From an optimization exercise on the open Yosys and OpenROAD flow, aimed at small area and a short achievable clock period; shortcuts taken in it are not production practice.
No functional check of the RTL was part of any run shown here.
Power is estimated from default activity; no workload was simulated.

==> flow/design.v, too long to show whole: its modules and the start of the top module <==
// module multiplier: 1560 lines
// module mul_fa: 4 lines
// module mul_ha: 4 lines
module multiplier #(parameter N = 32) (
    input logic CLK, EN_mult, EN_blockRead, rst_n,
    input logic [15:0] mult_input0,
    input logic [15:0] mult_input1,
    input logic [N - 1:0] readMem_val,
    output logic RDY_mult, EN_readMem, EN_writeMem, VALID_memVal,
    output logic [N - 1:0] writeMem_val, memVal_data,
    output logic [5:0] writeMem_addr, readMem_addr
    );
  // ...
==> flow/run.sh <==
#!/bin/bash
# synth_recipe.tcl (not shown) runs the flow's synth.tcl, then flattens the netlist and writes it again
# the make line also repeats each setting of config.mk as NAME=value (left out here)
make -C /OpenROAD-flow-scripts/flow DESIGN_CONFIG=/design/flow/config.mk WORK_HOME=/design/flow/orfs CLKGATE_MAP_FILE= SYNTH_SCRIPT=/design/flow/synth_recipe.tcl finish
==> flow/config.mk <==
export PLATFORM = sky130hd
export DESIGN_NAME = multiplier
export DESIGN_NICKNAME = multiplier
export VERILOG_FILES = /design/flow/design.v
export SDC_FILE = /design/flow/constraint.sdc
export NUM_CORES = 4
export LEC_CHECK = 0
export CAP_MARGIN = 20
export CORE_MARGIN = 2
export CORE_UTILIZATION = 40
export SLEW_MARGIN = 20
export SYNTH_HIERARCHICAL = 1
export SYNTH_MINIMUM_KEEP_SIZE = 0
==> flow/constraint.sdc <==
create_clock -name core_clock -period 3.6 [get_ports {CLK}]
set_input_delay 0.7200 -clock core_clock [delete_from_list [all_inputs] [get_ports {CLK}]]
set_output_delay 0.7200 -clock core_clock [all_outputs]
set_load 0.01 [all_outputs]
==> results_dict.tcl, run 1 <==
set metrics [dict create \
    maxSlewHeadroom_pct 67.7 \
    globalRouteMet2Util_pct 25.6 \
    status "timing/DRC/antenna clean" \
    setup-tns-final_ns 0 \
    dieArea_mm2 0.0323 \
    first_pass_iters 4 \
    r2r_cells 9 \
    holdBufCountCts 0 \
    topRoutingLayerUsed "met4" \
    antennaDiodeCount 0 \
    cp-end-kind "register" \
    htreeDepth 1 \
    grt_pass1_wl_um 41700 \
    cp.depth 7 \
    biggestCellCategory "multi-input gates" \
    cts_buffers 22 \
    synth_warnings 7 \
    avgSynthCellArea_um2 11.8 \
    cp-start-kind "input pin" \
    synthCells 1049 \
    dp_hpwl_um 19700 \
    p_switching_uw 4260 \
    synth_edf_count 0 \
    top_power_group "combinational logic" \
    inverters 12 \
    required_ns 3.97 \
    path_delay_family "adder cells" \
    grt_max_degree 17 \
    yosysUniqueCellTypes 52 \
    cts_resized 0 \
    multi_input_area_share_pct 52.7 \
    ys.flop_type "dfxtp_1" \
    synth_mux_area_share_pct 0.162 \
    path_max_fanout 6 \
    period_minus_slack_ns 3.42 \
    rr_startpoint "s0_645$_DFF_P_" \
    synthSimpleGateAreaFrac_pct 16.8 \
    vdd_drop_max_mv 0.467 \
    vias 7100 \
    setup_ws_ns 0.180 \
    critPathSlowestCell "fa_1" \
]
==> run 2, diff against run 1 <==
--- a/flow/design.v
+++ b/flow/design.v
@@ -509,403 +509,501 @@
     logic fs469;
     logic fc470;
     logic fs471;
     logic fc472;
     logic fs473;
     logic fc474;
     logic fs475;
     logic fc476;
-    logic hs477;
-    logic hc478;
-    logic fs479;
-    logic fc480;
-    logic hs481;
-    logic hc482;
-    logic fs483;
-    logic fc484;
-    logic fs485;
-    logic fc486;
-    logic fs487;
-    logic fc488;
-    logic fs489;
-    logic fc490;
-    logic fs491;
-    logic fc492;
-    logic fs493;
-    logic fc494;
-    logic fs495;
-    logic fc496;
-    logic fs497;
-    logic fc498;
-    logic fs499;
-    logic fc500;
-    logic fs501;
-    logic fc502;
-    logic fs503;
-    logic fc504;
-    logic fs505;
-    logic fc506;
-    logic fs507;
-    logic fc508;
-    logic fs509;
-    logic fc510;
-    logic fs511;
-    logic fc512;
-    logic fs513;
-    logic fc514;
-    logic fs515;
-    logic fc516;
-    logic fs517;
-    logic fc518;
-    logic fs519;
-    logic fc520;
-    logic fs521;
-    logic fc522;
-    logic fs523;
-    logic fc524;
-    logic fs525;
-    logic fc526;
-    logic fs527;
-    logic fc528;
-    logic fs529;
-    logic fc530;
-    logic fs531;
-    logic fc532;
-    logic fs533;
-    logic fc534;
-    logic fs535;
-    logic fc536;
-    logic fs537;
-    logic fc538;
-    logic fs539;
-    logic fc540;
-    logic fs541;
-    logic fc542;
-    logic fs543;
-    logic fc544;
-    logic fs545;
-    logic fc546;
-    logic fs547;
-    logic fc548;
-    logic fs549;
-    logic fc550;
-    logic fs551;
-    logic fc552;
-    logic fs553;
-    logic fc554;
-    logic fs555;
-    logic fc556;
-    logic fs557;
-    logic fc558;
-    logic fs559;
-    logic fc560;
-    logic fs561;
-    logic fc562;
-    logic fs563;
-    logic fc564;
-    logic fs565;
-    logic fc566;
-    logic fs567;
-    logic fc568;
-    logic hs569;
-    logic hc570;
-    logic fs571;
-    logic fc572;
-    logic fs573;
-    logic fc574;
-    logic fs575;
-    logic fc576;
-    logic fs577;
-    logic fc578;
-    logic fs579;
-    logic fc580;
-    logic fs581;
-    logic fc582;
-    logic fs583;
-    logic fc584;
-    logic fs585;
-    logic fc586;
-    logic fs587;
-    logic fc588;
-    logic fs589;
-    logic fc590;
-    logic fs591;
-    logic fc592;
-    logic fs593;
-    logic fc594;
-    logic fs595;
-    logic fc596;
-    logic fs597;
-    logic fc598;
-    logic fs599;
-    logic fc600;
-    logic fs601;
-    logic fc602;
-    logic fs603;
-    logic fc604;
-    logic fs605;
-    logic fc606;
-    logic fs607;
-    logic fc608;
-    logic fs609;
-    logic fc610;
-    logic fs611;
-    logic fc612;
-    logic fs613;
-    logic fc614;
-    logic fs615;
-    logic fc616;
-    logic fs617;
-    logic fc618;
-    logic fs619;
-    logic fc620;
+    logic s0_477;
+    logic s0_478;
+    logic s0_479;
+    logic s0_480;
+    logic s0_481;
+    logic s0_482;
+    logic s0_483;
+    logic s0_484;
+    logic s0_485;
+    logic s0_486;
+    logic s0_487;
+    logic s0_488;
+    logic s0_489;
+    logic s0_490;
+    logic s0_491;
+    logic s0_492;
+    logic s0_493;
+    logic s0_494;
+    logic s0_495;
+    logic s0_496;
+    logic s0_497;
+    logic s0_498;
+    logic s0_499;
+    logic s0_500;
+    logic s0_501;
+    logic s0_502;
+    logic s0_503;
+    logic s0_504;
+    logic s0_505;
+    logic s0_506;
+    logic s0_507;
+    logic s0_508;
+    logic s0_509;
+    logic s0_510;
+    logic s0_511;
+    logic s0_512;
+    logic s0_513;
+    logic s0_514;
+    logic s0_515;
+    logic s0_516;
+    logic s0_517;
+    logic s0_518;
+    logic s0_519;
+    logic s0_520;
+    logic s0_521;
+    logic s0_522;
+    logic s0_523;
+    logic s0_524;
+    logic s0_525;
+    logic s0_526;
+    logic s0_527;
+    logic s0_528;
+    logic s0_529;
+    logic s0_530;
+    logic s0_531;
+    logic s0_532;
+    logic s0_533;
+    logic s0_534;
+    logic s0_535;
+    logic s0_536;
+    logic s0_537;
+    logic s0_538;
+    logic s0_539;
+    logic s0_540;
+    logic s0_541;
+    logic s0_542;
+    logic s0_543;
+    logic s0_544;
+    logic s0_545;
+    logic s0_546;
+    logic s0_547;
+    logic s0_548;
+    logic s0_549;
+    logic s0_550;
+    logic s0_551;
+    logic s0_552;
+    logic s0_553;
+    logic s0_554;
+    logic s0_555;
+    logic s0_556;
+    logic s0_557;
+    logic s0_558;
+    logic s0_559;
+    logic s0_560;
+    logic s0_561;
+    logic s0_562;
+    logic s0_563;
+    logic s0_564;
+    logic s0_565;
+    logic s0_566;
+    logic s0_567;
+    logic s0_568;
+    logic s0_569;
+    logic s0_570;
+    logic s0_571;
+    logic s0_572;
+    logic s0_573;
+    logic s0_574;
+    logic s0_575;
+    logic s0_576;
+    logic s0_577;
+    logic s0_578;
+    logic s0_579;
+    logic s0_580;
+    logic s0_581;
+    logic s0_582;
+    logic s0_583;
+    logic s0_584;
+    logic s0_585;
+    logic s0_586;
+    logic s0_587;
+    logic s0_588;
+    logic s0_589;
+    logic s0_590;
+    logic s0_591;
+    logic s0_592;
+    logic s0_593;
+    logic s0_594;
+    logic s0_595;
+    logic s0_596;
+    logic s0_597;
+    logic s0_598;
+    logic s0_599;
+    logic s0_600;
+    logic s0_601;
+    logic s0_602;
+    logic s0_603;
+    logic s0_604;
+    logic s0_605;
+    logic s0_606;
+    logic s0_607;
+    logic s0_608;
+    logic s0_609;
+    logic s0_610;
+    logic s0_611;
+    logic s0_612;
+    logic s0_613;
+    logic s0_614;
+    logic s0_615;
+    logic s0_616;
+    logic s0_617;
+    logic s0_618;
+    logic s0_619;
+    logic s0_620;
     logic s0_621;
     logic s0_622;
     logic s0_623;
     logic s0_624;
     logic s0_625;
     logic s0_626;
     logic s0_627;
     logic s0_628;
     logic s0_629;
     logic s0_630;
     logic s0_631;
     logic s0_632;
     logic s0_633;
-    logic s0_634;
-    logic s0_635;
-    logic s0_636;
-    logic s0_637;
-    logic s0_638;
-    logic s0_639;
-    logic s0_640;
-    logic s0_641;
-    logic s0_642;
-    logic s0_643;
-    logic s0_644;
-    logic s0_645;
-    logic s0_646;
-    logic s0_647;
-    logic s0_648;
-    logic s0_649;
-    logic s0_650;
-    logic s0_651;
-    logic s0_652;
-    logic s0_653;
-    logic s0_654;
-    logic s0_655;
-    logic s0_656;
-    logic s0_657;
-    logic s0_658;
-    logic s0_659;
-    logic s0_660;
-    logic s0_661;
-    logic s0_662;
-    logic s0_663;
-    logic s0_664;
-    logic s0_665;
-    logic s0_666;
-    logic s0_667;
-    logic s0_668;
-    logic s0_669;
-    logic s0_670;
-    logic s0_671;
-    logic s0_672;
-    logic s0_673;
-    logic s0_674;
-    logic s0_675;
-    logic s0_676;
-    logic s0_677;
-    logic s0_678;
-    logic s0_679;
-    logic s0_680;
-    logic s0_681;
-    logic s0_682;
-    logic s0_683;
-    logic s0_684;
-    logic s0_685;
-    logic s0_686;
-    logic s0_687;
-    logic s0_688;
-    logic s0_689;
-    logic s0_690;
-    logic s0_691;
-    logic s0_692;
-    logic s0_693;
-    logic s0_694;
-    logic s0_695;
-    logic s0_696;
-    logic s0_697;
-    logic s0_698;
-    logic s0_699;
-    logic s0_700;
-    logic s0_701;
-    logic s0_702;
-    logic s0_703;
-    logic s0_704;
-    logic s0_705;
-    logic s0_706;
-    logic s0_707;
-    logic s0_708;
-    logic hs709;
-    logic hc710;
-    logic fs711;
-    logic fc712;
-    logic fs713;
-    logic fc714;
-    logic fs715;
-    logic fc716;
-    logic fs717;
-    logic fc718;
-    logic fs719;
-    logic fc720;
-    logic fs721;
-    logic fc722;
-    logic fs723;
-    logic fc724;
-    logic fs725;
-    logic fc726;
-    logic fs727;
-    logic fc728;
-    logic fs729;
-    logic fc730;
-    logic fs731;
-    logic fc732;
-    logic fs733;
-    logic fc734;
-    logic fs735;
-    logic fc736;
-    logic fs737;
-    logic fc738;
-    logic fs739;
-    logic fc740;
-    logic fs741;
-    logic fc742;
-    logic fs743;
-    logic fc744;
-    logic fs745;
-    logic fc746;
-    logic fs747;
-    logic fc748;
-    logic fs749;
-    logic fc750;
-    logic fs751;
-    logic fc752;
-    logic fs753;
-    logic fc754;
-    logic fs755;
-    logic fc756;
-    logic fs757;
-    logic fc758;
-    logic fs759;
-    logic fc760;
-    logic fs761;
-    logic fc762;
-    logic fs763;
-    logic fc764;
-    logic s1_768;
-    logic s1_769;
-    logic s1_770;
-    logic s1_771;
-    logic s1_772;
-    logic s1_773;
-    logic s1_774;
-    logic s1_775;
-    logic s1_776;
-    logic s1_777;
-    logic s1_778;
-    logic s1_779;
-    logic s1_780;
-    logic s1_781;
-    logic s1_782;
-    logic s1_783;
-    logic s1_784;
-    logic s1_785;
-    logic s1_786;
-    logic s1_787;
-    logic s1_788;
-    logic s1_789;
-    logic s1_790;
-    logic s1_791;
-    logic s1_792;
-    logic s1_793;
-    logic s1_794;
-    logic s1_795;
-    logic s1_796;
-    logic s1_797;
-    logic s1_798;
-    logic s1_799;
-    logic s2_800;
-    logic s2_801;
-    logic s2_802;
-    logic s2_803;
-    logic s2_804;
-    logic s2_805;
-    logic s2_806;
-    logic s2_807;
-    logic s2_808;
-    logic s2_809;
-    logic s2_810;
-    logic s2_811;
-    logic s2_812;
-    logic s2_813;
-    logic s2_814;
-    logic s2_815;
-    logic s2_816;
-    logic s2_817;
-    logic s2_818;
-    logic s2_819;
-    logic s2_820;
-    logic s2_821;
-    logic s2_822;
-    logic s2_823;
-    logic s2_824;
-    logic s2_825;
-    logic s2_826;
-    logic s2_827;
-    logic s2_828;
-    logic s2_829;
-    logic s2_830;
-    logic s2_831;
-    logic s3_832;
-    logic s3_833;
-    logic s3_834;
-    logic s3_835;
-    logic s3_836;
-    logic s3_837;
-    logic s3_838;
-    logic s3_839;
-    logic s3_840;
-    logic s3_841;
-    logic s3_842;
-    logic s3_843;
-    logic s3_844;
-    logic s3_845;
-    logic s3_846;
-    logic s3_847;
-    logic s3_848;
-    logic s3_849;
-    logic s3_850;
-    logic s3_851;
-    logic s3_852;
-    logic s3_853;
-    logic s3_854;
-    logic s3_855;
-    logic s3_856;
-    logic s3_857;
-    logic s3_858;
-    logic s3_859;
-    logic s3_860;
-    logic s3_861;
-    logic s3_862;
-    logic s3_863;
-    logic [31:0] ra765;
-    logic [31:0] rb766;
-    logic [31:0] pr767;
+    logic hs634;
+    logic hc635;
+    logic fs636;
+    logic fc637;
+    logic hs638;
+    logic hc639;
+    logic fs640;
+    logic fc641;
+    logic fs642;
+    logic fc643;
+    logic fs644;
+    logic fc645;
+    logic fs646;
+    logic fc647;
+    logic fs648;
+    logic fc649;
+    logic fs650;
+    logic fc651;
+    logic fs652;
+    logic fc653;
+    logic fs654;
+    logic fc655;
+    logic fs656;
+    logic fc657;
+    logic fs658;
+    logic fc659;
+    logic fs660;
+    logic fc661;
+    logic fs662;
+    logic fc663;
+    logic fs664;
+    logic fc665;
+    logic fs666;
+    logic fc667;
+    logic fs668;
+    logic fc669;
+    logic fs670;
+    logic fc671;
+    logic fs672;
+    logic fc673;
+    logic fs674;
+    logic fc675;
+    logic fs676;
+    logic fc677;
+    logic fs678;
+    logic fc679;
+    logic fs680;
+    logic fc681;
+    logic fs682;
+    logic fc683;
+    logic fs684;
+    logic fc685;
+    logic fs686;
+    logic fc687;
+    logic fs688;
+    logic fc689;
+    logic fs690;
+    logic fc691;
+    logic fs692;
+    logic fc693;
+    logic fs694;
+    logic fc695;
+    logic fs696;
+    logic fc697;
+    logic fs698;
+    logic fc699;
+    logic fs700;
+    logic fc701;
+    logic fs702;
+    logic fc703;
+    logic fs704;
+    logic fc705;
+    logic fs706;
+    logic fc707;
+    logic fs708;
+    logic fc709;
+    logic fs710;
+    logic fc711;
+    logic fs712;
+    logic fc713;
+    logic fs714;
+    logic fc715;
+    logic fs716;
+    logic fc717;
+    logic fs718;
+    logic fc719;
+    logic fs720;
+    logic fc721;
+    logic fs722;
+    logic fc723;
+    logic fs724;
+    logic fc725;
+    logic hs726;
+    logic hc727;
+    logic fs728;
+    logic fc729;
+    logic fs730;
+    logic fc731;
+    logic fs732;
+    logic fc733;
+    logic fs734;
+    logic fc735;
+    logic fs736;
+    logic fc737;
+    logic fs738;
+    logic fc739;
+    logic fs740;
+    logic fc741;
+    logic fs742;
+    logic fc743;
+    logic fs744;
+    logic fc745;
+    logic fs746;
+    logic fc747;
+    logic fs748;
+    logic fc749;
+    logic fs750;
+    logic fc751;
+    logic fs752;
+    logic fc753;
+    logic fs754;
+    logic fc755;
+    logic fs756;
+    logic fc757;
+    logic fs758;
+    logic fc759;
+    logic fs760;
+    logic fc761;
+    logic fs762;
+    logic fc763;
+    logic fs764;
+    logic fc765;
+    logic fs766;
+    logic fc767;
+    logic fs768;
+    logic fc769;
+    logic fs770;
+    logic fc771;
+    logic fs772;
+    logic fc773;
+    logic fs774;
+    logic fc775;
+    logic fs776;
+    logic fc777;
+    logic hs778;
+    logic hc779;
+    logic fs780;
+    logic fc781;
+    logic fs782;
+    logic fc783;
+    logic fs784;
+    logic fc785;
+    logic fs786;
+    logic fc787;
+    logic fs788;
+    logic fc789;
+    logic fs790;
+    logic fc791;
+    logic fs792;
+    logic fc793;
+    logic fs794;
+    logic fc795;
+    logic fs796;
+    logic fc797;
+    logic fs798;
+    logic fc799;
+    logic fs800;
+    logic fc801;
+    logic fs802;
+    logic fc803;
+    logic fs804;
+    logic fc805;
+    logic fs806;
+    logic fc807;
+    logic fs808;
+    logic fc809;
+    logic fs810;
+    logic fc811;
+    logic fs812;
+    logic fc813;
+    logic fs814;
+    logic fc815;
+    logic fs816;
+    logic fc817;
+    logic fs818;
+    logic fc819;
+    logic fs820;
+    logic fc821;
+    logic fs822;
+    logic fc823;
+    logic fs824;
+    logic fc825;
+    logic fs826;
+    logic fc827;
+    logic fs828;
+    logic fc829;
+    logic fs830;
+    logic fc831;
+    logic fs832;
+    logic fc833;
+    logic s1_834;
+    logic s1_835;
+    logic s1_836;
+    logic s1_837;
+    logic s1_838;
+    logic s1_839;
+    logic s1_840;
+    logic s1_841;
+    logic s1_842;
+    logic s1_843;
+    logic s1_844;
+    logic s1_845;
+    logic s1_846;
+    logic s1_847;
+    logic s1_848;
+    logic s1_849;
+    logic s1_850;
+    logic s1_851;
+    logic s1_852;
+    logic s1_853;
+    logic s1_854;
+    logic s1_855;
+    logic s1_856;
+    logic s1_857;
+    logic s1_858;
+    logic s1_859;
+    logic s1_860;
+    logic s1_861;
+    logic s1_862;
+    logic s1_863;
+    logic s1_864;
+    logic s1_865;
+    logic s1_866;
+    logic s1_867;
+    logic s1_868;
+    logic s1_869;
+    logic s1_870;
+    logic s1_871;
+    logic s1_872;
+    logic s1_873;
+    logic s1_874;
+    logic s1_875;
+    logic s1_876;
+    logic s1_877;
+    logic s1_878;
+    logic s1_879;
+    logic s1_880;
+    logic s1_881;
+    logic s1_882;
+    logic s1_883;
+    logic s1_884;
+    logic s1_885;
+    logic s1_886;
+    logic s1_887;
+    logic s1_888;
+    logic s1_889;
+    logic s1_890;
+    logic s1_891;
+    logic s1_892;
+    logic s1_893;
+    logic s1_894;
+    logic s2_898;
+    logic s2_899;
+    logic s2_900;
+    logic s2_901;
+    logic s2_902;
+    logic s2_903;
+    logic s2_904;
+    logic s2_905;
+    logic s2_906;
+    logic s2_907;
+    logic s2_908;
+    logic s2_909;
+    logic s2_910;
+    logic s2_911;
+    logic s2_912;
+    logic s2_913;
+    logic s2_914;
+    logic s2_915;
+    logic s2_916;
+    logic s2_917;
+    logic s2_918;
+    logic s2_919;
+    logic s2_920;
+    logic s2_921;
+    logic s2_922;
+    logic s2_923;
+    logic s2_924;
+    logic s2_925;
+    logic s2_926;
+    logic s2_927;
+    logic s2_928;
+    logic s2_929;
+    logic s3_930;
+    logic s3_931;
+    logic s3_932;
+    logic s3_933;
+    logic s3_934;
+    logic s3_935;
+    logic s3_936;
+    logic s3_937;
+    logic s3_938;
+    logic s3_939;
+    logic s3_940;
+    logic s3_941;
+    logic s3_942;
+    logic s3_943;
+    logic s3_944;
+    logic s3_945;
+    logic s3_946;
+    logic s3_947;
+    logic s3_948;
+    logic s3_949;
+    logic s3_950;
+    logic s3_951;
+    logic s3_952;
+    logic s3_953;
+    logic s3_954;
+    logic s3_955;
+    logic s3_956;
+    logic s3_957;
+    logic s3_958;
+    logic s3_959;
+    logic s3_960;
+    logic s3_961;
+    logic [31:0] ra895;
+    logic [31:0] rb896;
+    logic [31:0] pr897;
     assign pp1 = mult_input0[0] & mult_input1[0];
     assign pp2 = mult_input0[0] & mult_input1[1];
     assign pp3 = mult_input0[0] & mult_input1[2];
     assign pp4 = mult_input0[0] & mult_input1[3];
     assign pp5 = mult_input0[0] & mult_input1[4];
     assign pp6 = mult_input0[0] & mult_input1[5];
     assign pp7 = mult_input0[0] & mult_input1[6];
     assign pp8 = mult_input0[0] & mult_input1[7];
@@ -1262,306 +1360,404 @@
     mul_fa u_fs461 (pp218, pp233, pp248, fs461, fc462);
     mul_fa u_fs463 (fc364, fc366, fs367, fs463, fc464);
     mul_fa u_fs465 (pp144, pp159, pp174, fs465, fc466);
     mul_fa u_fs467 (pp189, pp204, pp219, fs467, fc468);
     mul_fa u_fs469 (pp234, pp249, fc368, fs469, fc470);
     mul_fa u_fs471 (pp160, pp175, pp190, fs471, fc472);
     mul_fa u_fs473 (pp205, pp220, pp235, fs473, fc474);
     mul_fa u_fs475 (pp176, pp191, pp206, fs475, fc476);
-    mul_ha u_hs477 (pp5, pp20, hs477, hc478);
-    mul_fa u_fs479 (pp6, pp21, pp36, fs479, fc480);
-    mul_ha u_hs481 (pp51, pp66, hs481, hc482);
-    mul_fa u_fs483 (pp37, pp52, pp67, fs483, fc484);
-    mul_fa u_fs485 (pp82, pp97, hs369, fs485, fc486);
-    mul_fa u_fs487 (pp83, pp98, pp113, fs487, fc488);
-    mul_fa u_fs489 (hc370, fs371, hs373, fs489, fc490);
-    mul_fa u_fs491 (pp129, fc372, hc374, fs491, fc492);
-    mul_fa u_fs493 (fs375, fs377, hs379, fs493, fc494);
-    mul_fa u_fs495 (fc376, fc378, hc380, fs495, fc496);
-    mul_fa u_fs497 (fs381, fs383, fs385, fs497, fc498);
-    mul_fa u_fs499 (fc382, fc384, fc386, fs499, fc500);
-    mul_fa u_fs501 (fs387, fs389, fs391, fs501, fc502);
-    mul_fa u_fs503 (fc388, fc390, fc392, fs503, fc504);
-    mul_fa u_fs505 (fs393, fs395, fs397, fs505, fc506);
-    mul_fa u_fs507 (fc394, fc396, fc398, fs507, fc508);
-    mul_fa u_fs509 (fs399, fs401, fs403, fs509, fc510);
-    mul_fa u_fs511 (fc400, fc402, fc404, fs511, fc512);
-    mul_fa u_fs513 (fs405, fs407, fs409, fs513, fc514);
-    mul_fa u_fs515 (fc406, fc408, fc410, fs515, fc516);
-    mul_fa u_fs517 (fs411, fs413, fs415, fs517, fc518);
-    mul_fa u_fs519 (fc412, fc414, fc416, fs519, fc520);
-    mul_fa u_fs521 (fs417, fs419, fs421, fs521, fc522);
-    mul_fa u_fs523 (fc418, fc420, fc422, fs523, fc524);
-    mul_fa u_fs525 (fs423, fs425, fs427, fs525, fc526);
-    mul_fa u_fs527 (fc424, fc426, fc428, fs527, fc528);
-    mul_fa u_fs529 (fs429, fs431, fs433, fs529, fc530);
-    mul_fa u_fs531 (fc430, fc432, fc434, fs531, fc532);
-    mul_fa u_fs533 (fs435, fs437, fs439, fs533, fc534);
-    mul_fa u_fs535 (fc436, fc438, fc440, fs535, fc536);
-    mul_fa u_fs537 (fs441, fs443, fs445, fs537, fc538);
-    mul_fa u_fs539 (fc442, fc444, fc446, fs539, fc540);
-    mul_fa u_fs541 (fs447, fs449, fs451, fs541, fc542);
-    mul_fa u_fs543 (fc448, fc450, fc452, fs543, fc544);
-    mul_fa u_fs545 (fs453, fs455, fs457, fs545, fc546);
-    mul_fa u_fs547 (fc454, fc456, fc458, fs547, fc548);
-    mul_fa u_fs549 (fs459, fs461, fs463, fs549, fc550);
-    mul_fa u_fs551 (fc460, fc462, fc464, fs551, fc552);
-    mul_fa u_fs553 (fs465, fs467, fs469, fs553, fc554);
-    mul_fa u_fs555 (pp250, fc466, fc468, fs555, fc556);
-    mul_fa u_fs557 (fc470, fs471, fs473, fs557, fc558);
-    mul_fa u_fs559 (pp221, pp236, pp251, fs559, fc560);
-    mul_fa u_fs561 (fc472, fc474, fs475, fs561, fc562);
-    mul_fa u_fs563 (pp192, pp207, pp222, fs563, fc564);
-    mul_fa u_fs565 (pp237, pp252, fc476, fs565, fc566);
-    mul_fa u_fs567 (pp208, pp223, pp238, fs567, fc568);
-    mul_ha u_hs569 (pp4, pp19, hs569, hc570);
-    mul_fa u_fs571 (pp35, pp50, pp65, fs571, fc572);
-    mul_fa u_fs573 (pp81, hc478, fs479, fs573, fc574);
-    mul_fa u_fs575 (fc480, hc482, fs483, fs575, fc576);
-    mul_fa u_fs577 (fc484, fc486, fs487, fs577, fc578);
-    mul_fa u_fs579 (fc488, fc490, fs491, fs579, fc580);
-    mul_fa u_fs581 (fc492, fc494, fs495, fs581, fc582);
-    mul_fa u_fs583 (fc496, fc498, fs499, fs583, fc584);
-    mul_fa u_fs585 (fc500, fc502, fs503, fs585, fc586);
-    mul_fa u_fs587 (fc504, fc506, fs507, fs587, fc588);
-    mul_fa u_fs589 (fc508, fc510, fs511, fs589, fc590);
-    mul_fa u_fs591 (fc512, fc514, fs515, fs591, fc592);
-    mul_fa u_fs593 (fc516, fc518, fs519, fs593, fc594);
-    mul_fa u_fs595 (fc520, fc522, fs523, fs595, fc596);
-    mul_fa u_fs597 (fc524, fc526, fs527, fs597, fc598);
-    mul_fa u_fs599 (fc528, fc530, fs531, fs599, fc600);
-    mul_fa u_fs601 (fc532, fc534, fs535, fs601, fc602);
-    mul_fa u_fs603 (fc536, fc538, fs539, fs603, fc604);
-    mul_fa u_fs605 (fc540, fc542, fs543, fs605, fc606);
-    mul_fa u_fs607 (fc544, fc546, fs547, fs607, fc608);
-    mul_fa u_fs609 (fc548, fc550, fs551, fs609, fc610);
-    mul_fa u_fs611 (fc552, fc554, fs555, fs611, fc612);
-    mul_fa u_fs613 (fc556, fc558, fs559, fs613, fc614);
-    mul_fa u_fs615 (fc560, fc562, fs563, fs615, fc616);
-    mul_fa u_fs617 (pp253, fc564, fc566, fs617, fc618);
-    mul_fa u_fs619 (pp224, pp239, pp254, fs619, fc620);
-    mul_ha u_hs709 (s0_624, s0_625, hs709, hc710);
-    mul_fa u_fs711 (s0_627, s0_628, s0_629, fs711, fc712);
-    mul_fa u_fs713 (s0_630, s0_631, s0_632, fs713, fc714);
-    mul_fa u_fs715 (s0_633, s0_634, s0_635, fs715, fc716);
-    mul_fa u_fs717 (s0_636, s0_637, s0_638, fs717, fc718);
-    mul_fa u_fs719 (s0_639, s0_640, s0_641, fs719, fc720);
-    mul_fa u_fs721 (s0_642, s0_643, s0_644, fs721, fc722);
-    mul_fa u_fs723 (s0_645, s0_646, s0_647, fs723, fc724);
-    mul_fa u_fs725 (s0_648, s0_649, s0_650, fs725, fc726);
-    mul_fa u_fs727 (s0_651, s0_652, s0_653, fs727, fc728);
-    mul_fa u_fs729 (s0_654, s0_655, s0_656, fs729, fc730);
-    mul_fa u_fs731 (s0_657, s0_658, s0_659, fs731, fc732);
-    mul_fa u_fs733 (s0_660, s0_661, s0_662, fs733, fc734);
-    mul_fa u_fs735 (s0_663, s0_664, s0_665, fs735, fc736);
-    mul_fa u_fs737 (s0_666, s0_667, s0_668, fs737, fc738);
-    mul_fa u_fs739 (s0_669, s0_670, s0_671, fs739, fc740);
-    mul_fa u_fs741 (s0_672, s0_673, s0_674, fs741, fc742);
-    mul_fa u_fs743 (s0_675, s0_676, s0_677, fs743, fc744);
-    mul_fa u_fs745 (s0_678, s0_679, s0_680, fs745, fc746);
-    mul_fa u_fs747 (s0_681, s0_682, s0_683, fs747, fc748);
-    mul_fa u_fs749 (s0_684, s0_685, s0_686, fs749, fc750);
-    mul_fa u_fs751 (s0_687, s0_688, s0_689, fs751, fc752);
-    mul_fa u_fs753 (s0_690, s0_691, s0_692, fs753, fc754);
-    mul_fa u_fs755 (s0_693, s0_694, s0_695, fs755, fc756);
-    mul_fa u_fs757 (s0_696, s0_697, s0_698, fs757, fc758);
-    mul_fa u_fs759 (s0_699, s0_700, s0_701, fs759, fc760);
-    mul_fa u_fs761 (s0_702, s0_703, s0_704, fs761, fc762);
-    mul_fa u_fs763 (s0_705, s0_706, s0_707, fs763, fc764);
-    assign ra765 = {1'b0, s0_708, fc762, fc760, fc758, fc756, fc754, fc752, fc750, fc748, fc746, fc744, fc742, fc740, fc738, fc736, fc734, fc732, fc730, fc728, fc726, fc724, fc722, fc720, fc718, fc716, fc714, fc712, hc710, s0_626, s0_622, s0_621};
-    assign rb766 = {1'b0, fc764, fs763, fs761, fs759, fs757, fs755, fs753, fs751, fs749, fs747, fs745, fs743, fs741, fs739, fs737, fs735, fs733, fs731, fs729, fs727, fs725, fs723, fs721, fs719, fs717, fs715, fs713, fs711, hs709, s0_623, 1'b0};
-    assign pr767 = ra765 + rb766;
+    mul_ha u_hs634 (s0_487, s0_488, hs634, hc635);
+    mul_fa u_fs636 (s0_492, s0_493, s0_494, fs636, fc637);
+    mul_ha u_hs638 (s0_495, s0_496, hs638, hc639);
+    mul_fa u_fs640 (s0_498, s0_499, s0_500, fs640, fc641);
+    mul_fa u_fs642 (s0_501, s0_502, s0_503, fs642, fc643);
+    mul_fa u_fs644 (s0_504, s0_505, s0_506, fs644, fc645);
+    mul_fa u_fs646 (s0_507, s0_508, s0_509, fs646, fc647);
+    mul_fa u_fs648 (s0_510, s0_511, s0_512, fs648, fc649);
+    mul_fa u_fs650 (s0_513, s0_514, s0_515, fs650, fc651);
+    mul_fa u_fs652 (s0_516, s0_517, s0_518, fs652, fc653);
+    mul_fa u_fs654 (s0_519, s0_520, s0_521, fs654, fc655);
+    mul_fa u_fs656 (s0_522, s0_523, s0_524, fs656, fc657);
+    mul_fa u_fs658 (s0_525, s0_526, s0_527, fs658, fc659);
+    mul_fa u_fs660 (s0_528, s0_529, s0_530, fs660, fc661);
+    mul_fa u_fs662 (s0_531, s0_532, s0_533, fs662, fc663);
+    mul_fa u_fs664 (s0_534, s0_535, s0_536, fs664, fc665);
+    mul_fa u_fs666 (s0_537, s0_538, s0_539, fs666, fc667);
+    mul_fa u_fs668 (s0_540, s0_541, s0_542, fs668, fc669);
+    mul_fa u_fs670 (s0_543, s0_544, s0_545, fs670, fc671);
+    mul_fa u_fs672 (s0_546, s0_547, s0_548, fs672, fc673);
+    mul_fa u_fs674 (s0_549, s0_550, s0_551, fs674, fc675);
+    mul_fa u_fs676 (s0_552, s0_553, s0_554, fs676, fc677);
+    mul_fa u_fs678 (s0_555, s0_556, s0_557, fs678, fc679);
+    mul_fa u_fs680 (s0_558, s0_559, s0_560, fs680, fc681);
+    mul_fa u_fs682 (s0_561, s0_562, s0_563, fs682, fc683);
+    mul_fa u_fs684 (s0_564, s0_565, s0_566, fs684, fc685);
+    mul_fa u_fs686 (s0_567, s0_568, s0_569, fs686, fc687);
+    mul_fa u_fs688 (s0_570, s0_571, s0_572, fs688, fc689);
+    mul_fa u_fs690 (s0_573, s0_574, s0_575, fs690, fc691);
+    mul_fa u_fs692 (s0_576, s0_577, s0_578, fs692, fc693);
+    mul_fa u_fs694 (s0_579, s0_580, s0_581, fs694, fc695);
+    mul_fa u_fs696 (s0_582, s0_583, s0_584, fs696, fc697);
+    mul_fa u_fs698 (s0_585, s0_586, s0_587, fs698, fc699);
+    mul_fa u_fs700 (s0_588, s0_589, s0_590, fs700, fc701);
+    mul_fa u_fs702 (s0_591, s0_592, s0_593, fs702, fc703);
+    mul_fa u_fs704 (s0_594, s0_595, s0_596, fs704, fc705);
+    mul_fa u_fs706 (s0_597, s0_598, s0_599, fs706, fc707);
+    mul_fa u_fs708 (s0_600, s0_601, s0_602, fs708, fc709);
+    mul_fa u_fs710 (s0_603, s0_604, s0_605, fs710, fc711);
+    mul_fa u_fs712 (s0_606, s0_607, s0_608, fs712, fc713);
+    mul_fa u_fs714 (s0_609, s0_610, s0_611, fs714, fc715);
+    mul_fa u_fs716 (s0_612, s0_613, s0_614, fs716, fc717);
+    mul_fa u_fs718 (s0_615, s0_616, s0_617, fs718, fc719);
+    mul_fa u_fs720 (s0_618, s0_619, s0_620, fs720, fc721);
+    mul_fa u_fs722 (s0_621, s0_622, s0_623, fs722, fc723);
+    mul_fa u_fs724 (s0_624, s0_625, s0_626, fs724, fc725);
+    mul_ha u_hs726 (s0_483, s0_484, hs726, hc727);
+    mul_fa u_fs728 (s0_489, s0_490, s0_491, fs728, fc729);
+    mul_fa u_fs730 (s0_497, hc635, fs636, fs730, fc731);
+    mul_fa u_fs732 (fc637, hc639, fs640, fs732, fc733);
+    mul_fa u_fs734 (fc641, fc643, fs644, fs734, fc735);
+    mul_fa u_fs736 (fc645, fc647, fs648, fs736, fc737);
+    mul_fa u_fs738 (fc649, fc651, fs652, fs738, fc739);
+    mul_fa u_fs740 (fc653, fc655, fs656, fs740, fc741);
+    mul_fa u_fs742 (fc657, fc659, fs660, fs742, fc743);
+    mul_fa u_fs744 (fc661, fc663, fs664, fs744, fc745);
+    mul_fa u_fs746 (fc665, fc667, fs668, fs746, fc747);
+    mul_fa u_fs748 (fc669, fc671, fs672, fs748, fc749);
+    mul_fa u_fs750 (fc673, fc675, fs676, fs750, fc751);
+    mul_fa u_fs752 (fc677, fc679, fs680, fs752, fc753);
+    mul_fa u_fs754 (fc681, fc683, fs684, fs754, fc755);
+    mul_fa u_fs756 (fc685, fc687, fs688, fs756, fc757);
+    mul_fa u_fs758 (fc689, fc691, fs692, fs758, fc759);
+    mul_fa u_fs760 (fc693, fc695, fs696, fs760, fc761);
+    mul_fa u_fs762 (fc697, fc699, fs700, fs762, fc763);
+    mul_fa u_fs764 (fc701, fc703, fs704, fs764, fc765);
+    mul_fa u_fs766 (fc705, fc707, fs708, fs766, fc767);
+    mul_fa u_fs768 (fc709, fc711, fs712, fs768, fc769);
+    mul_fa u_fs770 (fc713, fc715, fs716, fs770, fc771);
+    mul_fa u_fs772 (fc717, fc719, fs720, fs772, fc773);
+    mul_fa u_fs774 (s0_627, fc721, fc723, fs774, fc775);
+    mul_fa u_fs776 (s0_628, s0_629, s0_630, fs776, fc777);
+    mul_ha u_hs778 (s0_480, s0_481, hs778, hc779);
+    mul_fa u_fs780 (s0_485, s0_486, hs726, fs780, fc781);
+    mul_fa u_fs782 (hs634, hc727, fs728, fs782, fc783);
+    mul_fa u_fs784 (hs638, fc729, fs730, fs784, fc785);
+    mul_fa u_fs786 (fs642, fc731, fs732, fs786, fc787);
+    mul_fa u_fs788 (fs646, fc733, fs734, fs788, fc789);
+    mul_fa u_fs790 (fs650, fc735, fs736, fs790, fc791);
+    mul_fa u_fs792 (fs654, fc737, fs738, fs792, fc793);
+    mul_fa u_fs794 (fs658, fc739, fs740, fs794, fc795);
+    mul_fa u_fs796 (fs662, fc741, fs742, fs796, fc797);
+    mul_fa u_fs798 (fs666, fc743, fs744, fs798, fc799);
+    mul_fa u_fs800 (fs670, fc745, fs746, fs800, fc801);
+    mul_fa u_fs802 (fs674, fc747, fs748, fs802, fc803);
+    mul_fa u_fs804 (fs678, fc749, fs750, fs804, fc805);
+    mul_fa u_fs806 (fs682, fc751, fs752, fs806, fc807);
+    mul_fa u_fs808 (fs686, fc753, fs754, fs808, fc809);
+    mul_fa u_fs810 (fs690, fc755, fs756, fs810, fc811);
+    mul_fa u_fs812 (fs694, fc757, fs758, fs812, fc813);
+    mul_fa u_fs814 (fs698, fc759, fs760, fs814, fc815);
+    mul_fa u_fs816 (fs702, fc761, fs762, fs816, fc817);
+    mul_fa u_fs818 (fs706, fc763, fs764, fs818, fc819);
+    mul_fa u_fs820 (fs710, fc765, fs766, fs820, fc821);
+    mul_fa u_fs822 (fs714, fc767, fs768, fs822, fc823);
+    mul_fa u_fs824 (fs718, fc769, fs770, fs824, fc825);
+    mul_fa u_fs826 (fs722, fc771, fs772, fs826, fc827);
+    mul_fa u_fs828 (fs724, fc773, fs774, fs828, fc829);
+    mul_fa u_fs830 (fc725, fc775, fs776, fs830, fc831);
+    mul_fa u_fs832 (s0_631, s0_632, fc777, fs832, fc833);
+    assign ra895 = {1'b0, s1_893, s1_891, s1_889, s1_887, s1_885, s1_883, s1_881, s1_879, s1_877, s1_875, s1_873, s1_871, s1_869, s1_867, s1_865, s1_863, s1_861, s1_859, s1_857, s1_855, s1_853, s1_851, s1_849, s1_847, s1_845, s1_843, s1_841, s1_839, s1_837, s1_835, s1_834};
+    assign rb896 = {1'b0, s1_894, s1_892, s1_890, s1_888, s1_886, s1_884, s1_882, s1_880, s1_878, s1_876, s1_874, s1_872, s1_870, s1_868, s1_866, s1_864, s1_862, s1_860, s1_858, s1_856, s1_854, s1_852, s1_850, s1_848, s1_846, s1_844, s1_842, s1_840, s1_838, s1_836, 1'b0};
+    assign pr897 = ra895 + rb896;
     always_ff @(posedge CLK) begin
-        s0_621 <= pp1;
-        s0_622 <= pp2;
-        s0_623 <= pp17;
-        s0_624 <= pp3;
-        s0_625 <= pp18;
-        s0_626 <= pp33;
-        s0_627 <= pp34;
-        s0_628 <= pp49;
-        s0_629 <= hs569;
-        s0_630 <= hs477;
-        s0_631 <= hc570;
-        s0_632 <= fs571;
-        s0_633 <= hs481;
-        s0_634 <= fc572;
-        s0_635 <= fs573;
-        s0_636 <= fs485;
-        s0_637 <= fc574;
-        s0_638 <= fs575;
-        s0_639 <= fs489;
-        s0_640 <= fc576;
-        s0_641 <= fs577;
-        s0_642 <= fs493;
-        s0_643 <= fc578;
-        s0_644 <= fs579;
-        s0_645 <= fs497;
-        s0_646 <= fc580;
-        s0_647 <= fs581;
-        s0_648 <= fs501;
-        s0_649 <= fc582;
-        s0_650 <= fs583;
-        s0_651 <= fs505;
-        s0_652 <= fc584;
-        s0_653 <= fs585;
-        s0_654 <= fs509;
-        s0_655 <= fc586;
-        s0_656 <= fs587;
-        s0_657 <= fs513;
-        s0_658 <= fc588;
-        s0_659 <= fs589;
-        s0_660 <= fs517;
-        s0_661 <= fc590;
-        s0_662 <= fs591;
-        s0_663 <= fs521;
-        s0_664 <= fc592;
-        s0_665 <= fs593;
-        s0_666 <= fs525;
-        s0_667 <= fc594;
-        s0_668 <= fs595;
-        s0_669 <= fs529;
-        s0_670 <= fc596;
-        s0_671 <= fs597;
-        s0_672 <= fs533;
-        s0_673 <= fc598;
-        s0_674 <= fs599;
-        s0_675 <= fs537;
-        s0_676 <= fc600;
-        s0_677 <= fs601;
-        s0_678 <= fs541;
-        s0_679 <= fc602;
-        s0_680 <= fs603;
-        s0_681 <= fs545;
-        s0_682 <= fc604;
-        s0_683 <= fs605;
-        s0_684 <= fs549;
-        s0_685 <= fc606;
-        s0_686 <= fs607;
-        s0_687 <= fs553;
-        s0_688 <= fc608;
-        s0_689 <= fs609;
-        s0_690 <= fs557;
-        s0_691 <= fc610;
-        s0_692 <= fs611;
-        s0_693 <= fs561;
-        s0_694 <= fc612;
-        s0_695 <= fs613;
-        s0_696 <= fs565;
-        s0_697 <= fc614;
-        s0_698 <= fs615;
-        s0_699 <= fs567;
-        s0_700 <= fc616;
-        s0_701 <= fs617;
-        s0_702 <= fc568;
-        s0_703 <= fc618;
-        s0_704 <= fs619;
-        s0_705 <= pp240;
-        s0_706 <= pp255;
-        s0_707 <= fc620;
-        s0_708 <= pp256;
-        s1_768 <= pr767[0];
-        s1_769 <= pr767[1];
-        s1_770 <= pr767[2];
-        s1_771 <= pr767[3];
-        s1_772 <= pr767[4];
-        s1_773 <= pr767[5];
-        s1_774 <= pr767[6];
-        s1_775 <= pr767[7];
-        s1_776 <= pr767[8];
-        s1_777 <= pr767[9];
-        s1_778 <= pr767[10];
-        s1_779 <= pr767[11];
-        s1_780 <= pr767[12];
-        s1_781 <= pr767[13];
-        s1_782 <= pr767[14];
-        s1_783 <= pr767[15];
-        s1_784 <= pr767[16];
-        s1_785 <= pr767[17];
-        s1_786 <= pr767[18];
-        s1_787 <= pr767[19];
-        s1_788 <= pr767[20];
-        s1_789 <= pr767[21];
-        s1_790 <= pr767[22];
-        s1_791 <= pr767[23];
-        s1_792 <= pr767[24];
-        s1_793 <= pr767[25];
-        s1_794 <= pr767[26];
-        s1_795 <= pr767[27];
-        s1_796 <= pr767[28];
-        s1_797 <= pr767[29];
-        s1_798 <= pr767[30];
-        s1_799 <= pr767[31];
-        s2_800 <= s1_768;
-        s2_801 <= s1_769;
-        s2_802 <= s1_770;
-        s2_803 <= s1_771;
-        s2_804 <= s1_772;
-        s2_805 <= s1_773;
-        s2_806 <= s1_774;
-        s2_807 <= s1_775;
-        s2_808 <= s1_776;
-        s2_809 <= s1_777;
-        s2_810 <= s1_778;
-        s2_811 <= s1_779;
-        s2_812 <= s1_780;
-        s2_813 <= s1_781;
-        s2_814 <= s1_782;
-        s2_815 <= s1_783;
-        s2_816 <= s1_784;
-        s2_817 <= s1_785;
-        s2_818 <= s1_786;
-        s2_819 <= s1_787;
-        s2_820 <= s1_788;
-        s2_821 <= s1_789;
-        s2_822 <= s1_790;
-        s2_823 <= s1_791;
-        s2_824 <= s1_792;
-        s2_825 <= s1_793;
-        s2_826 <= s1_794;
-        s2_827 <= s1_795;
-        s2_828 <= s1_796;
-        s2_829 <= s1_797;
-        s2_830 <= s1_798;
-        s2_831 <= s1_799;
-        s3_832 <= s2_800;
-        s3_833 <= s2_801;
-        s3_834 <= s2_802;
-        s3_835 <= s2_803;
-        s3_836 <= s2_804;
-        s3_837 <= s2_805;
-        s3_838 <= s2_806;
-        s3_839 <= s2_807;
-        s3_840 <= s2_808;
-        s3_841 <= s2_809;
-        s3_842 <= s2_810;
-        s3_843 <= s2_811;
-        s3_844 <= s2_812;
-        s3_845 <= s2_813;
-        s3_846 <= s2_814;
-        s3_847 <= s2_815;
-        s3_848 <= s2_816;
-        s3_849 <= s2_817;
-        s3_850 <= s2_818;
-        s3_851 <= s2_819;
-        s3_852 <= s2_820;
-        s3_853 <= s2_821;
-        s3_854 <= s2_822;
-        s3_855 <= s2_823;
-        s3_856 <= s2_824;
-        s3_857 <= s2_825;
-        s3_858 <= s2_826;
-        s3_859 <= s2_827;
-        s3_860 <= s2_828;
-        s3_861 <= s2_829;
-        s3_862 <= s2_830;
-        s3_863 <= s2_831;
+        s0_477 <= pp1;
+        s0_478 <= pp2;
+        s0_479 <= pp17;
+        s0_480 <= pp3;
+        s0_481 <= pp18;
+        s0_482 <= pp33;
+        s0_483 <= pp4;
+        s0_484 <= pp19;
+        s0_485 <= pp34;
+        s0_486 <= pp49;
+        s0_487 <= pp5;
+        s0_488 <= pp20;
+        s0_489 <= pp35;
+        s0_490 <= pp50;
+        s0_491 <= pp65;
+        s0_492 <= pp6;
+        s0_493 <= pp21;
+        s0_494 <= pp36;
+        s0_495 <= pp51;
+        s0_496 <= pp66;
+        s0_497 <= pp81;
+        s0_498 <= pp37;
+        s0_499 <= pp52;
+        s0_500 <= pp67;
+        s0_501 <= pp82;
+        s0_502 <= pp97;
+        s0_503 <= hs369;
+        s0_504 <= pp83;
+        s0_505 <= pp98;
+        s0_506 <= pp113;
+        s0_507 <= hc370;
+        s0_508 <= fs371;
+        s0_509 <= hs373;
+        s0_510 <= pp129;
+        s0_511 <= fc372;
+        s0_512 <= hc374;
+        s0_513 <= fs375;
+        s0_514 <= fs377;
+        s0_515 <= hs379;
+        s0_516 <= fc376;
+        s0_517 <= fc378;
+        s0_518 <= hc380;
+        s0_519 <= fs381;
+        s0_520 <= fs383;
+        s0_521 <= fs385;
+        s0_522 <= fc382;
+        s0_523 <= fc384;
+        s0_524 <= fc386;
+        s0_525 <= fs387;
+        s0_526 <= fs389;
+        s0_527 <= fs391;
+        s0_528 <= fc388;
+        s0_529 <= fc390;
+        s0_530 <= fc392;
+        s0_531 <= fs393;
+        s0_532 <= fs395;
+        s0_533 <= fs397;
+        s0_534 <= fc394;
+        s0_535 <= fc396;
+        s0_536 <= fc398;
+        s0_537 <= fs399;
+        s0_538 <= fs401;
+        s0_539 <= fs403;
+        s0_540 <= fc400;
+        s0_541 <= fc402;
+        s0_542 <= fc404;
+        s0_543 <= fs405;
+        s0_544 <= fs407;
+        s0_545 <= fs409;
+        s0_546 <= fc406;
+        s0_547 <= fc408;
+        s0_548 <= fc410;
+        s0_549 <= fs411;
+        s0_550 <= fs413;
+        s0_551 <= fs415;
+        s0_552 <= fc412;
+        s0_553 <= fc414;
+        s0_554 <= fc416;
+        s0_555 <= fs417;
+        s0_556 <= fs419;
+        s0_557 <= fs421;
+        s0_558 <= fc418;
+        s0_559 <= fc420;
+        s0_560 <= fc422;
+        s0_561 <= fs423;
+        s0_562 <= fs425;
+        s0_563 <= fs427;
+        s0_564 <= fc424;
+        s0_565 <= fc426;
+        s0_566 <= fc428;
+        s0_567 <= fs429;
+        s0_568 <= fs431;
+        s0_569 <= fs433;
+        s0_570 <= fc430;
+        s0_571 <= fc432;
+        s0_572 <= fc434;
+        s0_573 <= fs435;
+        s0_574 <= fs437;
+        s0_575 <= fs439;
+        s0_576 <= fc436;
+        s0_577 <= fc438;
+        s0_578 <= fc440;
+        s0_579 <= fs441;
+        s0_580 <= fs443;
+        s0_581 <= fs445;
+        s0_582 <= fc442;
+        s0_583 <= fc444;
+        s0_584 <= fc446;
+        s0_585 <= fs447;
+        s0_586 <= fs449;
+        s0_587 <= fs451;
+        s0_588 <= fc448;
+        s0_589 <= fc450;
+        s0_590 <= fc452;
+        s0_591 <= fs453;
+        s0_592 <= fs455;
+        s0_593 <= fs457;
+        s0_594 <= fc454;
+        s0_595 <= fc456;
+        s0_596 <= fc458;
+        s0_597 <= fs459;
+        s0_598 <= fs461;
+        s0_599 <= fs463;
+        s0_600 <= fc460;
+        s0_601 <= fc462;
+        s0_602 <= fc464;
+        s0_603 <= fs465;
+        s0_604 <= fs467;
+        s0_605 <= fs469;
+        s0_606 <= pp250;
+        s0_607 <= fc466;
+        s0_608 <= fc468;
+        s0_609 <= fc470;
+        s0_610 <= fs471;
+        s0_611 <= fs473;
+        s0_612 <= pp221;
+        s0_613 <= pp236;
+        s0_614 <= pp251;
+        s0_615 <= fc472;
+        s0_616 <= fc474;
+        s0_617 <= fs475;
+        s0_618 <= pp192;
+        s0_619 <= pp207;
+        s0_620 <= pp222;
+        s0_621 <= pp237;
+        s0_622 <= pp252;
+        s0_623 <= fc476;
+        s0_624 <= pp208;
+        s0_625 <= pp223;
+        s0_626 <= pp238;
+        s0_627 <= pp253;
+        s0_628 <= pp224;
+        s0_629 <= pp239;
+        s0_630 <= pp254;
+        s0_631 <= pp240;
+        s0_632 <= pp255;
+        s0_633 <= pp256;
+        s1_834 <= s0_477;
+        s1_835 <= s0_478;
+        s1_836 <= s0_479;
+        s1_837 <= s0_482;
+        s1_838 <= hs778;
+        s1_839 <= hc779;
+        s1_840 <= fs780;
+        s1_841 <= fc781;
+        s1_842 <= fs782;
+        s1_843 <= fc783;
+        s1_844 <= fs784;
+        s1_845 <= fc785;
+        s1_846 <= fs786;
+        s1_847 <= fc787;
+        s1_848 <= fs788;
+        s1_849 <= fc789;
+        s1_850 <= fs790;
+        s1_851 <= fc791;
+        s1_852 <= fs792;
+        s1_853 <= fc793;
+        s1_854 <= fs794;
+        s1_855 <= fc795;
+        s1_856 <= fs796;
+        s1_857 <= fc797;
+        s1_858 <= fs798;
+        s1_859 <= fc799;
+        s1_860 <= fs800;
+        s1_861 <= fc801;
+        s1_862 <= fs802;
+        s1_863 <= fc803;
+        s1_864 <= fs804;
+        s1_865 <= fc805;
+        s1_866 <= fs806;
+        s1_867 <= fc807;
+        s1_868 <= fs808;
+        s1_869 <= fc809;
+        s1_870 <= fs810;
+        s1_871 <= fc811;
+        s1_872 <= fs812;
+        s1_873 <= fc813;
+        s1_874 <= fs814;
+        s1_875 <= fc815;
+        s1_876 <= fs816;
+        s1_877 <= fc817;
+        s1_878 <= fs818;
+        s1_879 <= fc819;
+        s1_880 <= fs820;
+        s1_881 <= fc821;
+        s1_882 <= fs822;
+        s1_883 <= fc823;
+        s1_884 <= fs824;
+        s1_885 <= fc825;
+        s1_886 <= fs826;
+        s1_887 <= fc827;
+        s1_888 <= fs828;
+        s1_889 <= fc829;
+        s1_890 <= fs830;
+        s1_891 <= fc831;
+        s1_892 <= fs832;
+        s1_893 <= s0_633;
+        s1_894 <= fc833;
+        s2_898 <= pr897[0];
+        s2_899 <= pr897[1];
+        s2_900 <= pr897[2];
+        s2_901 <= pr897[3];
+        s2_902 <= pr897[4];
+        s2_903 <= pr897[5];
+        s2_904 <= pr897[6];
+        s2_905 <= pr897[7];
+        s2_906 <= pr897[8];
+        s2_907 <= pr897[9];
+        s2_908 <= pr897[10];
+        s2_909 <= pr897[11];
+        s2_910 <= pr897[12];
+        s2_911 <= pr897[13];
+        s2_912 <= pr897[14];
+        s2_913 <= pr897[15];
+        s2_914 <= pr897[16];
+        s2_915 <= pr897[17];
+        s2_916 <= pr897[18];
+        s2_917 <= pr897[19];
+        s2_918 <= pr897[20];
+        s2_919 <= pr897[21];
+        s2_920 <= pr897[22];
+        s2_921 <= pr897[23];
+        s2_922 <= pr897[24];
+        s2_923 <= pr897[25];
+        s2_924 <= pr897[26];
+        s2_925 <= pr897[27];
+        s2_926 <= pr897[28];
+        s2_927 <= pr897[29];
+        s2_928 <= pr897[30];
+        s2_929 <= pr897[31];
+        s3_930 <= s2_898;
+        s3_931 <= s2_899;
+        s3_932 <= s2_900;
+        s3_933 <= s2_901;
+        s3_934 <= s2_902;
+        s3_935 <= s2_903;
+        s3_936 <= s2_904;
+        s3_937 <= s2_905;
+        s3_938 <= s2_906;
+        s3_939 <= s2_907;
+        s3_940 <= s2_908;
+        s3_941 <= s2_909;
+        s3_942 <= s2_910;
+        s3_943 <= s2_911;
+        s3_944 <= s2_912;
+        s3_945 <= s2_913;
+        s3_946 <= s2_914;
+        s3_947 <= s2_915;
+        s3_948 <= s2_916;
+        s3_949 <= s2_917;
+        s3_950 <= s2_918;
+        s3_951 <= s2_919;
+        s3_952 <= s2_920;
+        s3_953 <= s2_921;
+        s3_954 <= s2_922;
+        s3_955 <= s2_923;
+        s3_956 <= s2_924;
+        s3_957 <= s2_925;
+        s3_958 <= s2_926;
+        s3_959 <= s2_927;
+        s3_960 <= s2_928;
+        s3_961 <= s2_929;
     end
-    assign writeMem_val = {s3_863, s3_862, s3_861, s3_860, s3_859, s3_858, s3_857, s3_856, s3_855, s3_854, s3_853, s3_852, s3_851, s3_850, s3_849, s3_848, s3_847, s3_846, s3_845, s3_844, s3_843, s3_842, s3_841, s3_840, s3_839, s3_838, s3_837, s3_836, s3_835, s3_834, s3_833, s3_832};
+    assign writeMem_val = {s3_961, s3_960, s3_959, s3_958, s3_957, s3_956, s3_955, s3_954, s3_953, s3_952, s3_951, s3_950, s3_949, s3_948, s3_947, s3_946, s3_945, s3_944, s3_943, s3_942, s3_941, s3_940, s3_939, s3_938, s3_937, s3_936, s3_935, s3_934, s3_933, s3_932, s3_931, s3_930};
 endmodule
 module mul_fa (input logic a, b, c, output logic s, co);
     assign s = a ^ b ^ c;
     assign co = (a & b) | (a & c) | (b & c);
 endmodule
 module mul_ha (input logic a, b, output logic s, co);
     assign s = a ^ b;
     assign co = a & b;
==> run 2 against run 1 <==
Still clean on timing, DRC and antenna; count of clock-buffer cells in the layout up 20; synthesized area up 19%; combinational power is 15% lower; cell count increased by 14%; sequential power grew 32%; register-to-register slack better by 0.51 ns; global-route usage grew 1.3 points; first-iteration DRC count grew 14%; clock skew grew 0.0017 ns; critical endpoint is now s0_557$_DFF_P_.
==> results_dict.tcl, run 2 <==
set metrics [dict create \
    status "timing/DRC/antenna clean" \
    synth_top_family_by_area "adder cells" \
    synth.net_count 1505 \
    period_minus_slack_ns 2.76 \
    ys.flop_type "dfxtp_1" \
    switching_share_pct 33.8 \
    grt-ovfl-total 0 \
    syn_area_mm2 0.0146 \
    vias 8273 \
    setup-tns-final_ns 0 \
    drc 0 \
    worstPathArrival_ns 3.14 \
    final_cell_area_mm2 0.0167 \
    synth_mux_area_share_pct 0.137 \
    grt_max_degree 17 \
    ys_seq_elements 304 \
    first_pass_iters 4 \
    maxSlewHeadroom_pct 48.8 \
    root_buffer "clkbuf_16" \
    cts_buffers 34 \
    drv_cap 0 \
    tightest_slew_ns 0.765 \
    initial_core_util_pct 40.2 \
    gr-usage-all-layers_pct 17.4 \
    holdBufCountCts 0 \
    cts_resized 0 \
    rsz0062_at_grt "no" \
    gp_congestion 0.888 \
    cts_tree "built" \
    synth_edf_count 0 \
    synthSimpleGateAreaFrac_pct 14.5 \
    synthTopCellsByArea "dfxtp_1 (42%), fa_1 (27%), and2_1 (11%), ha_1 (4.0%), buf_4 (3.3%)" \
    layout_common_cells "dfxtp_1 (304), and2_1 (264), fa_1 (196), clkdlybuf4s50_1 (83), ha_1 (47)" \
    num_rows 70 \
    pwr-share-seq_pct 35.7 \
    worstHoldPathType "register to register" \
    fin_util_pct 46.0 \
    cp-start-kind "input pin" \
    yosysUniqueCellTypes 55 \
    power-per-cell-area_mw_per_mm2 773 \
    drtAntennaViolNets 0 \
    finalSetupViolations 0 \
    path_max_fanout 9 \
    htreeDepth 2 \
    skew_ns 0.0137 \
    wl_per_cell_um 18.6 \
    syn_to_final_growth_pct 14.4 \
    yosysTopAreaCell "dfxtp_1" \
    synth-xor-area-share_pct 1.86 \
    pwr-share-clk_pct 26.8 \
    drive_gt1_share_pct 8.03 \
    dp_hpwl_um 23700 \
    vdd_drop_max_mv 0.284 \
    cts_setup_buffers 0 \
    clkSlewWorstSetupHoldPaths_ns 0.06 \
    async_reset_ff_share_pct 0 \
    grt_pass1_wl_um 51400 \
    p_leak_uw 0.00702 \
    clk_path_buf_depth 3 \
    nets 1544 \
    worst-setup-path-type "input pin to register" \
    combPwrFrac_pct 37.5 \
    cts.sinks 304 \
    viasPerCell 4.79 \
    cp-end-kind "register" \
    antennaDiodeCount 0 \
    top_regs "ra x6, wa x6, pipe_en x4" \
    die_h_um 195 \
    core-area_mm2 0.0363 \
    p_switching_uw 4370 \
    fp.dieW_um 195 \
    ios 148 \
    synth.most_common_cell "dfxtp_1" \
    drt_iter0_drc 335 \
    fmax_mhz 362 \
    insertion_delay_ns 0.50 \
    dpl_cell_area_mm2 0.0156 \
    ys_seq_area_share_pct 41.6 \
    netlist_top_cells_count "dfxtp_1 (304), and2_1 (264), fa_1 (196)" \
    synthAdderAreaFrac_pct 30.9 \
    wl_um 32000 \
    final_common_cell "dfxtp_1" \
    synth_compound_area_share_pct 6.08 \
    required_ns 3.97 \
    drv_slew 0 \
    final-hold-violation-count 0 \
    synthCells 1194 \
    avgSynthCellArea_um2 12.2 \
    synth_top_cell_area_share_pct 41.6 \
    synth_warnings 7 \
    grt_pass1_vias 9163 \
    p_int_uw 8560 \
    numPortBuffers 83 \
    period_share_pct 76.8 \
    dieArea_mm2 0.0381 \
    antenna_found_initial 0 \
]
run 2: changes by cell type after synthesis, sizes merged, moves of 5 or more:
cell / delta
nand2: +5
nor2: -5
dfxtp: +98
o21a: +5
a21oi: +18
run 2: power by group through the flow:
stage               sequential [uW]  clock, uW  combinational, uW
floorplan                      4600          0               3580
global placement               4690          0               4770
detailed placement             4700          0               4850
CTS                            4630       3580               4880
global route                   4700       3720               5480
finish                         4610       3470               4850
run 2: kinds of logic after synthesis:
logic type	count (synthesis)
simple gates	362
flops	304
fa+ha+maj	243
compound gates	129
buf+inv	123
xor+xnor	31
mux	2
run 2: path summary, 6_finish.rpt:
path / start / endpoint / slack [ns] / depth (start not counted)
max: mult_input1[14] / s0_557$_DFF_P_ / 0.84 / 5
max reg2reg: s1_835$_DFF_P_ / s2_927$_DFF_P_ / 1.16 / 8
min: s2_912$_DFF_P_ / s3_944$_DFF_P_ / 0.32 / 0
min reg2reg: s2_912$_DFF_P_ / s3_944$_DFF_P_ / 0.32 / 0
run 2: per-layer routing:
| layer | up-vias | GRT usage [%] | share of wire (%) |
|---|---|---|---|
| met5 | - | 0 | 0 |
| met4 | 0 | 4.44 | 1.8 |
| met3 | 48 | 2.92 | 4.3 |
| met2 | 203 | 28.7 | 47 |
| met1 | 4161 | 24.0 | 47 |
| li1 | 3861 | - | - |
run 2: cell type report:
cell class / instances / area (um2)
fill: 3303 / 19600
multi-input combinational: 767 / 7810
clock inverter: 14 / 165
timing repair buffer: 112 / 1050
inverter: 14 / 52.6
clock buffer: 47 / 971
sequential: 304 / 6090
tap: 468 / 586
run 2: Yosys stat by module (local to each module, per instance):
module      cells  cell area (um2)  copies in the design
mul_fa          1             20.0                   195
multiplier    984            10500                     1
mul_ha          1             12.5                    15
run 2: worst max-delay path, cell delays in order:
cell and delay (ns):
clkdlybuf4s50_1 0.75, and2_1 0.24, fa_1 0.45, fa_1 0.56
fa_1 0.42
run 2: per-stage QoR:
step           hold WS, ns  worst slack, ns  total power (uW)  cells
5_1_grt              0.331            0.835             13900   1726
4_1_cts              0.319            0.892             13100   1726
3_3_place_gp         0.311            0.396              9460   1665
3_5_place_dp         0.312            0.373              9550   1665
2_1_floorplan        0.310             1.05              8180   1194
6_report             0.323            0.837             12900   1726
==> run 3, diff against run 2 <==
--- a/flow/config.mk
+++ b/flow/config.mk
@@ -10,2 +10,3 @@
 export CORE_UTILIZATION = 40
+export SETUP_SLACK_MARGIN = 1.5
 export SLEW_MARGIN = 20
==> run 3 against run 2 <==
Still clean; non-clock buffer count rose by 15; wire length rose by 1.6%; utilization grew 1.5 points; sequential share of layout area shrank 1.1 points; critical path depth increased by 3; synthesized area unchanged; clock skew decreased by 0.0043 ns; via count up 0.45%; register-to-register slack better by 0.32 ns; count of clock-buffer cells in the layout is 1 higher; cell count rose by 0.93%; sequential cell count stayed put; critical path type is now register to register; critical endpoint is now s2_927$_DFF_P_; largest cell class unchanged.
==> results_dict.tcl, run 3 <==
set metrics [dict create \
    dr_wl_met3_um 1630 \
    drc 0 \
    rr_startpoint "s1_836$_DFF_P_" \
    cpPeakStageDelay_ns 0.37 \
    cts_tree "built" \
    dieArea_mm2 0.0381 \
    hp-start "s2_922$_DFF_P_" \
    num_rows 70 \
    p_int_uw 8830 \
    top_regs "ra x6, wa x6, pipe_en x4" \
    drive_gt1_share_pct 17.0 \
    nFillCells 3253 \
    skew_ns 0.00938 \
    r2r_end "s2_927$_DFF_P_" \
    rsz0062_at_grt "yes" \
    wl_met1_um 15200 \
    r2r_cells 8 \
    drv_cap 0 \
    syn_area_mm2 0.0146 \
    cts_buffers 35 \
    regArea_mm2 0.00609 \
    drv_slew 0 \
    vdd_drop_max_mv 0.408 \
    wl_met2_um 14800 \
    avgSynthCellArea_um2 12.2 \
    worstPathArrival_ns 2.55 \
    syn_to_final_growth_pct 18.2 \
    synthTopCellsByArea "dfxtp_1 (42%), fa_1 (27%), and2_1 (11%), ha_1 (4.0%), buf_4 (3.3%)" \
    finalSetupViolations 0 \
    antenna_found_initial 0 \
    combPwrFrac_pct 38.2 \
    yosysTopAreaCell "dfxtp_1" \
    core-area_mm2 0.0363 \
    topRoutingLayerUsed "met4" \
    cp-start-kind "register" \
    tightest_slew_ns 0.762 \
    grt-ovfl-total 0 \
    worst-setup-path-type "register to register" \
    period_share_pct 58.9 \
    ys_seq_elements 304 \
    required_ns 4.03 \
    synthCells 1194 \
    numPortBuffers 83 \
    path_max_fanout 5 \
    ys.flop_type "dfxtp_1" \
    final_common_cell "dfxtp_1" \
    period_minus_slack_ns 2.12 \
    p_switching_uw 4600 \
    insertion_delay_ns 0.52 \
    cts.sinks 304 \
    drt_iter0_drc 397 \
    pwr-share-clk_pct 27.4 \
    viasPerCell 4.77 \
    p_total_uw 13400 \
    fin_worst_hold_slack_ns 0.324 \
    final-hold-violation-count 0 \
    grt_max_degree 17 \
    final-instance-count-excl-fill 1742 \
    whs_path_depth 0 \
    grt_pass1_wl_um 51600 \
    worstHoldPathType "register to register" \
    critPathSlowestCell "fa_2" \
    initial_core_util_pct 40.2 \
    synth_warnings 7 \
    rrSetupSlack_ns 1.48 \
    clkSlewWorstSetupHoldPaths_ns 0.06 \
    htreeDepth 2 \
    fmax_mhz 472 \
    crit_path_cell_trace "ha_4 -> fa_2 -> a211oi_2 -> o211ai_1 -> nand2_2 -> a2111oi_4 -> o31a_1 -> a311oi_2" \
    path_buf_inv 0 \
    synth_edf_count 0 \
    holdPathEnd "s3_954$_DFF_P_" \
    dp_hpwl_um 23500 \
    netlist_top_cells_count "dfxtp_1 (304), and2_1 (264), fa_1 (196)" \
    wl_um 32500 \
    nets 1560 \
    antennaDiodeCount 0 \
    vias 8310 \
    clk_path_buf_depth 3 \
    holdBufCountCts 0 \
    status "timing/DRC/antenna clean" \
    setup-tns-final_ns 0 \
    maxSlewHeadroom_pct 48.6 \
    root_buffer "clkbuf_16" \
    synth.net_count 1505 \
    wl_per_cell_um 18.7 \
    layout_common_cells "dfxtp_1 (300), and2_1 (243), fa_1 (186), dlygate4sd2_1 (45), a21oi_1 (39)" \
    grt_pass1_vias 9294 \
    drtAntennaViolNets 0 \
    die_h_um 195 \
    ios 148 \
    ys_seq_area_share_pct 41.6 \
    yosysUniqueCellTypes 55 \
    pwr-share-seq_pct 34.5 \
    multi_input_area_mm2 0.00812 \
    synth_top_cell_area_share_pct 41.6 \
    path_delay_family "compound AO/OA/AOI/OAI gates" \
    synth.most_common_cell "dfxtp_1" \
    fp.dieW_um 195 \
    power-per-cell-area_mw_per_mm2 777 \
    gp_congestion 0.882 \
    p_leak_uw 0.00743 \
    cp-end-kind "register" \
    fin_util_pct 47.6 \
    gr-usage-all-layers_pct 17.5 \
    async_reset_ff_share_pct 0 \
    switching_share_pct 34.2 \
    first_pass_iters 5 \
    dp_cells 1663 \
]
==> run 3: per-layer routing <==
metal / track usage [%] / vias to the layer above
met5: 0 / -
met4: 6.62 / 0
met3: 3.02 / 62
met2: 28.0 / 217
met1: 23.9 / 4135
li1: - / 3896
==> run 3: logic make-up (layout without fill, tap and decap cells) <==
logic type,after synthesis,after routing,share of synthesized area (%)
and+or+nand+nor,362,362,14.5
AOI/OAI and AO/OA,129,129,6.08
buffers and inverters,123,203,4.95
muxes,2,2,0.137
xor gates and xnor gates,31,31,1.86
DFF,304,304,41.6
adders and majority gates,243,243,30.9
==> run 3: how the worst max path moves through the flow <==
stage	from	endpoint	depth (start not counted)
5_1_grt	s1_836$_DFF_P_	s2_921$_DFF_P_	8
2_1_floorplan	mult_input1[10]	s0_563$_DFF_P_	5
4_1_cts	s1_836$_DFF_P_	s2_927$_DFF_P_	8
6_report	s1_836$_DFF_P_	s2_927$_DFF_P_	8
3_3_place_gp	mult_input1[14]	s0_551$_DFF_P_	5
3_5_place_dp	mult_input1[15]	s0_557$_DFF_P_	5
==> run 3: per-stage QoR <==
stage / setup slack [ns] / instance area (um2)
finish: 1.48 / 17300
detailed placement: 0.370 / 15600
floorplan: 1.09 / 14700
CTS: 1.44 / 17000
global route: 1.36 / 17300
global placement: 0.427 / 15600
==> run 3: power groups by stage <==
stage / Sequential, uW / Clock [uW] / Combinational (uW)
4_1_cts: 4630 / 3780 / 4930
5_1_grt: 4730 / 3910 / 5760
2_1_floorplan: 4600 / 0 / 3600
3_3_place_gp: 4690 / 0 / 4770
6_report: 4630 / 3680 / 5130
3_5_place_dp: 4700 / 0 / 4830
==> run 3: what timing repair did <==
action / in CTS / in global routing
cloned: 0 / 2
pin swaps: 19 / 27
endpoints found under the setup margin: 124 / 38
buffers inserted: 8 / 7
gates resized for setup: 179 / 73
==> run 3: per-module statistics from Yosys, one instance, submodules excluded <==
| module | cells | flops+latches | times used | area (um2) |
|---|---|---|---|---|
| mul_ha | 1 | 0 | 15 | 12.5 |
| mul_fa | 1 | 0 | 195 | 20.0 |
| multiplier | 984 | 304 | 1 | 10500 |
==> run 3: layout make-up <==
cell class              instances  share of cell area (%)
clock buffers                  48                    6.06
clock inverters                14                   0.977
inverters                      14                   0.304
multi-input cells             767                    47.0
flip-flops and latches        304                    35.3
well taps                     468                    3.39
repair buffers                127                    7.01
